This design comes from an exercise in tuning for small area on the open sky130 flow, not from production work.
In this exercise RTL edits were held to simulation tests only and were not proved equivalent to the original.

==> flow/design.v <==
`timescale 1ns / 1ps
module process(Rout,Gout,Bout,OKout,Rin,Gin,Bin,operation,value,clka,reset,OKin);
input clka,reset,OKin;
input [7:0]Rin,Gin,Bin,value;
input [2:0]operation;
output reg [7:0]Rout,Gout,Bout;
output reg OKout;
wire [8:0]Rinc = Rin + value;
wire [8:0]Ginc = Gin + value;
wire [8:0]Binc = Bin + value;
wire [8:0]Rdec = Rin - value;
wire [8:0]Gdec = Gin - value;
wire [8:0]Bdec = Bin - value;
wire [7:0]Gray = (Rin >> 2) + (Rin >> 5) + (Rin >> 6) + (Gin >>1) + (Gin >>4) + (Gin >>6) + (Bin >>4) + (Bin >>5) + (Bin >>6);
always@(posedge clka)
    begin
        if(reset)
            begin
                Rout <= 8'd0;
			    Gout <= 8'd0;
			    Bout <= 8'd0;
			    OKout <= 1'b0;
            end
        else
            begin
                OKout <= OKin;
                if(!OKin)
                    begin
                        Rout <= 8'd0;
                        Gout <= 8'd0;
                        Bout <= 8'd0;
                    end
                else if(operation == 3'b000) 
                    begin
                        if(Rinc[8]) Rout <= 8'd255;
                        else Rout <= Rinc[7:0];
                        if(Ginc[8]) Gout <= 8'd255;
                        else Gout <= Ginc[7:0];
                        if(Binc[8]) Bout <= 8'd255;
                        else Bout <= Binc[7:0];
                    end
                else if(operation == 3'b001) 
                    begin
                        if(Rdec[8]) Rout <= 8'd0;
                        else Rout <= Rdec[7:0];
                        if(Gdec[8]) Gout <= 8'd0;
                        else Gout <= Gdec[7:0];
                        if(Bdec[8]) Bout <= 8'd0;
                        else Bout <= Bdec[7:0];
                    end
                else if(operation == 3'b010) 
                    begin
                        Rout <= Gray;
                        Gout <= Gray;
                        Bout <= Gray;
                    end
                else if(operation == 3'b011) 
                    begin
                        Rout <= Rin;
                        Gout <= 8'd0;
                        Bout <= 8'd0;
                    end
                else if(operation == 3'b100) 
                    begin
                        Rout <= 8'd0;
                        Gout <= Gin;
                        Bout <= 8'd0;
                    end
                else if(operation == 3'b101) 
                    begin
                        Rout <= 8'd0;
                        Gout <= 8'd0;
                        Bout <= Bin;
                    end
                else if(operation == 3'b110) 
                    begin
                        if(Gray > value) Rout <= 8'd0;
                        else Rout <= 8'd255;
                        if(Gray > value) Gout <= 8'd0;
                        else Gout <= 8'd255;
                        if(Gray > value) Bout <= 8'd0;
                        else Bout <= 8'd255;
                    end
                else 
                    begin
                        Rout <= 255 - Rin;
                        Gout <= 255 - Gin;
                        Bout <= 255 - Bin;
                    end
            end
    end
endmodule
==> flow/run.sh <==
#!/bin/bash
# synth_recipe.tcl (not shown) runs the flow's synth.tcl, then flattens the netlist and writes it again
# the make line also repeats each setting of config.mk as NAME=value (left out here)
make -C /OpenROAD-flow-scripts/flow DESIGN_CONFIG=/design/flow/config.mk WORK_HOME=/design/flow/orfs CLKGATE_MAP_FILE= SYNTH_SCRIPT=/design/flow/synth_recipe.tcl finish
==> flow/config.mk <==
export PLATFORM = sky130hd
export DESIGN_NAME = process
export DESIGN_NICKNAME = process
export VERILOG_FILES = /design/flow/design.v
export SDC_FILE = /design/flow/constraint.sdc
export NUM_CORES = 4
export LEC_CHECK = 0
export CAP_MARGIN = 20
export CORE_MARGIN = 2
export CORE_UTILIZATION = 40
export SLEW_MARGIN = 20
==> flow/constraint.sdc <==
create_clock -name core_clock -period 10.0 [get_ports {clka}]
set_input_delay 2.0000 -clock core_clock [delete_from_list [all_inputs] [get_ports {clka}]]
set_output_delay 2.0000 -clock core_clock [all_outputs]
set_load 0.01 [all_outputs]
==> metrics.cfg <==
[timing]
rsz0062_at_grt = false
fmax_mhz = 120
relSlewSlack_pct = 40.8
setup_viol = 0
worstMarginPinSlew_ns = 0.881
hold_violations = 0
post-route-period-util_pct = 83.3
finalSetupTns_ns = 0
fin_crit_ns = 8.33
final_max_slew_viol_count = 0

[drt]
firstDrtPassIters = 5
drt-total-wl_mm = 16.7
drt_first_iter_violations = 463
routed-via-count = 4766
viasPerCell = 5.82
ant_nets = 0
wl_per_cell_um = 20.3
drc = 0

[logic_synthesis]
yosys-top-cells-count = inv_1, ha_1, a21oi_1, nand2_1, nor2_1
synth_xor_area_share_pct = 5.58
synth_mux_area_share_pct = 0.437
syn_nets = 767
synthCells = 630
synth-simple-area-share_pct = 18.5
netlist.area_leader.share_pct = 18.8
synth-seq-area-share_pct = 10.3
synth_compound_area_share_pct = 26.9
ys_warn_count = 1
synth_area_leaders = ha_1, fa_1, dfxtp_1, inv_1, a21oi_1
yosysUniqueCellTypes = 69
netlist_area_sq_um = 4870
synth_top_cell_by_area = ha_1
ys_seq_elements = 25
avgSynthCellArea_sq_um = 7.72
yosysMostFrequentCell = inv_1
synthFlopType = dfxtp_1
synth_edf_count = 0
synth_top_family_by_area = adder cells
synth_fa_ha_area_share_pct = 29.5
ys_async_sr_fraction_pct = 0

[clock_network]
post_cts_resized = 0
cts_num_sinks = 25
cts_made_buffers = 3
clockBufferDepth = 2
cts_hold_buf = 0
cts-root-buf = clkbuf_16
clkTransAtPathRegs_ns = 0.08
cts_tree = built
htree_levels = 1
post_cts_buffers = 0

[place]
io_buffers = 62
post-place-cells = 815
hpwlAfterDp_mm = 13.2
gp_congestion = 0.971

[min_path]
hold_depth = 4
hold_path_class = in2reg
hold_path_startpoint = Bin[0]

[global_routing]
grt_pass1_vias = 4646
grt_pass1_wl_mm = 26.1
grt_max_degree = 52
overflow = 0
track_usage_pct = 26.2
grt_antenna_before_repair = 0

[critical_path]
arrival_ns = 8.49
crit_path_start_kind = primary input
worstPathRequired_ns = 10.16
crit_start = Rin[6]
cp_max_fo = 12
end_kind = register
crit_type = in2reg

[layout]
nets = 810
multiInputGateArea_sq_um = 3940
fin_cells = 819
regArea_sq_um = 500
drive_above_1_share_pct = 4.17
n_antenna_cell = 0
fillers = 1212
synthToLayoutAreaGrowth_pct = 16.1

[die]
core_area_sq_um = 12000
num_io_pins = 63
core.rowCount = 40
dieArea_sq_um = 13100
die_h_um = 114
die_w_um = 114
start_util_pct = 40.7

[power_and_ir_drop]
peakVddDrop_mv = 0.151
p_leak_nw = 2.44
power_density_nw_per_um2 = 169
power_mw = 0.956

[run]
maxCapViolations = 0

[status]
status = complete, no violations

[flip-flops by register name, summed over array words and instances, names as in the netlist]
| name | count |
|---|---|
| Rout | 8 |
| Bout | 8 |
| OKout | 1 |
| Gout | 8 |
[stage by stage]
step	util (%)	worst slack [ns]	hold WS [ns]	area (sq um)
5_1_grt	47.2	1.33	2.55	5650
4_1_cts	47.2	1.69	2.50	5650
6_report	47.2	1.67	2.49	5650
2_1_floorplan	-	2.88	2.20	4870
3_5_place_dp	46.6	1.39	2.74	5570
3_3_place_gp	46.6	1.56	2.74	5570
[kinds of logic after synthesis]
group                      after synthesis
muxes                                    2
AOI/OAI and AO/OA                      191
DFF                                     25
adders and majority gates               99
xor gates and xnor gates                31
buffers and inverters                  108
and+or+nand+nor                        174
[layer usage]
| layer | global-route usage, % | vias up | share of wire, % |
|---|---|---|---|
| met2 | 42.8 | 178 | 46 |
| met1 | 35.7 | 2242 | 45 |
| li1 | - | 2312 | - |
| met5 | 0 | - | 0 |
| met4 | 10.2 | 0 | 3.7 |
| met3 | 2.65 | 34 | 6.0 |
[path summary, 6_finish.rpt]
check,end,slack (ns)
worst min-delay path,Bout[0],2.49
worst max-delay path,Gout[4],1.67
[power by group]
part | internal (mW) | switching [mW]
sequential | 0.110 | 0.00290
combinational | 0.301 | 0.438
clock | 0.0545 | 0.0485
[layout make-up]
cell class                      count  share of cell area [%]
Inverter                           80                    5.31
Clock buffer                        3                    1.33
Clock inverter                      1                  0.0886
Timing Repair Buffer               66                    11.5
Tap cell                          147                    3.25
Multi-Input combinational cell    497                    69.6
Sequential cell                    25                    8.86
[cell usage in the layout (no fill, tap or decap), drive strengths merged, types with 6 or more instances in the layout]
cell / synthesis / final
a221oi: 17 / 17
ha: 73 / 73
o21ai: 37 / 37
clkdlybuf4s50: 0 / 62
nor4: 6 / 6
a31oi: 9 / 9
nand2b: 19 / 19
nor3: 17 / 17
nor2b: 9 / 9
nand2: 45 / 45
xnor2: 25 / 25
fa: 26 / 26
o21a: 11 / 11
o21bai: 10 / 10
nand3: 9 / 9
xor2: 6 / 6
dfxtp: 25 / 25
inv: 80 / 80
nor2: 42 / 42
a21oi: 48 / 48
a211oi: 17 / 17
or3: 6 / 6
[worst max-delay path, cell delays in order]
cell and delay, ns:
clkdlybuf4s50_1 0.66, inv_1 0.14, fa_1 0.52, inv_1 0.06, fa_1 0.46, fa_1 0.54
inv_1 0.05, fa_1 0.55, inv_1 0.06, ha_1 0.27, nor2b_1 0.14, o31a_1 0.33
o21ai_1 0.24, xnor2_1 0.19, inv_1 0.07, ha_1 0.30, nand4_1 0.16, or4_1 0.56
a21oi_2 0.51, nor2_2 0.26, a32oi_1 0.32, a211oi_1 0.08

-- separate check: timing with driven ports --
How much do the figures lean on ideal ports? The routed layout below was timed once more, with nothing changed but the port constraints.
Step 1 (the two cells are an assumption about what drives the block):
set clk [get_ports {clka}]
set_driving_cell -lib_cell sky130_fd_sc_hd__clkbuf_16 $clk
set_driving_cell -lib_cell sky130_fd_sc_hd__buf_2 [delete_from_list [all_inputs] $clk]
Step 2, shift: input delay + t, output delay - t, t = (earliest + latest rising clock arrival at the registers) / 2. This alone moves slack from input paths to output paths.
a / b / c = ideal / step 1 / step 2; a / b = the first two.
t, ns: 0.314
setup slack, ns: 1.671 / 1.678 / 1.365
worst data-port slew with drivers (ns): 0.04
After both steps this run still meets setup and hold. The setup slack of this run moves by +0.007 ns with the drivers and by -0.306 ns with both steps.
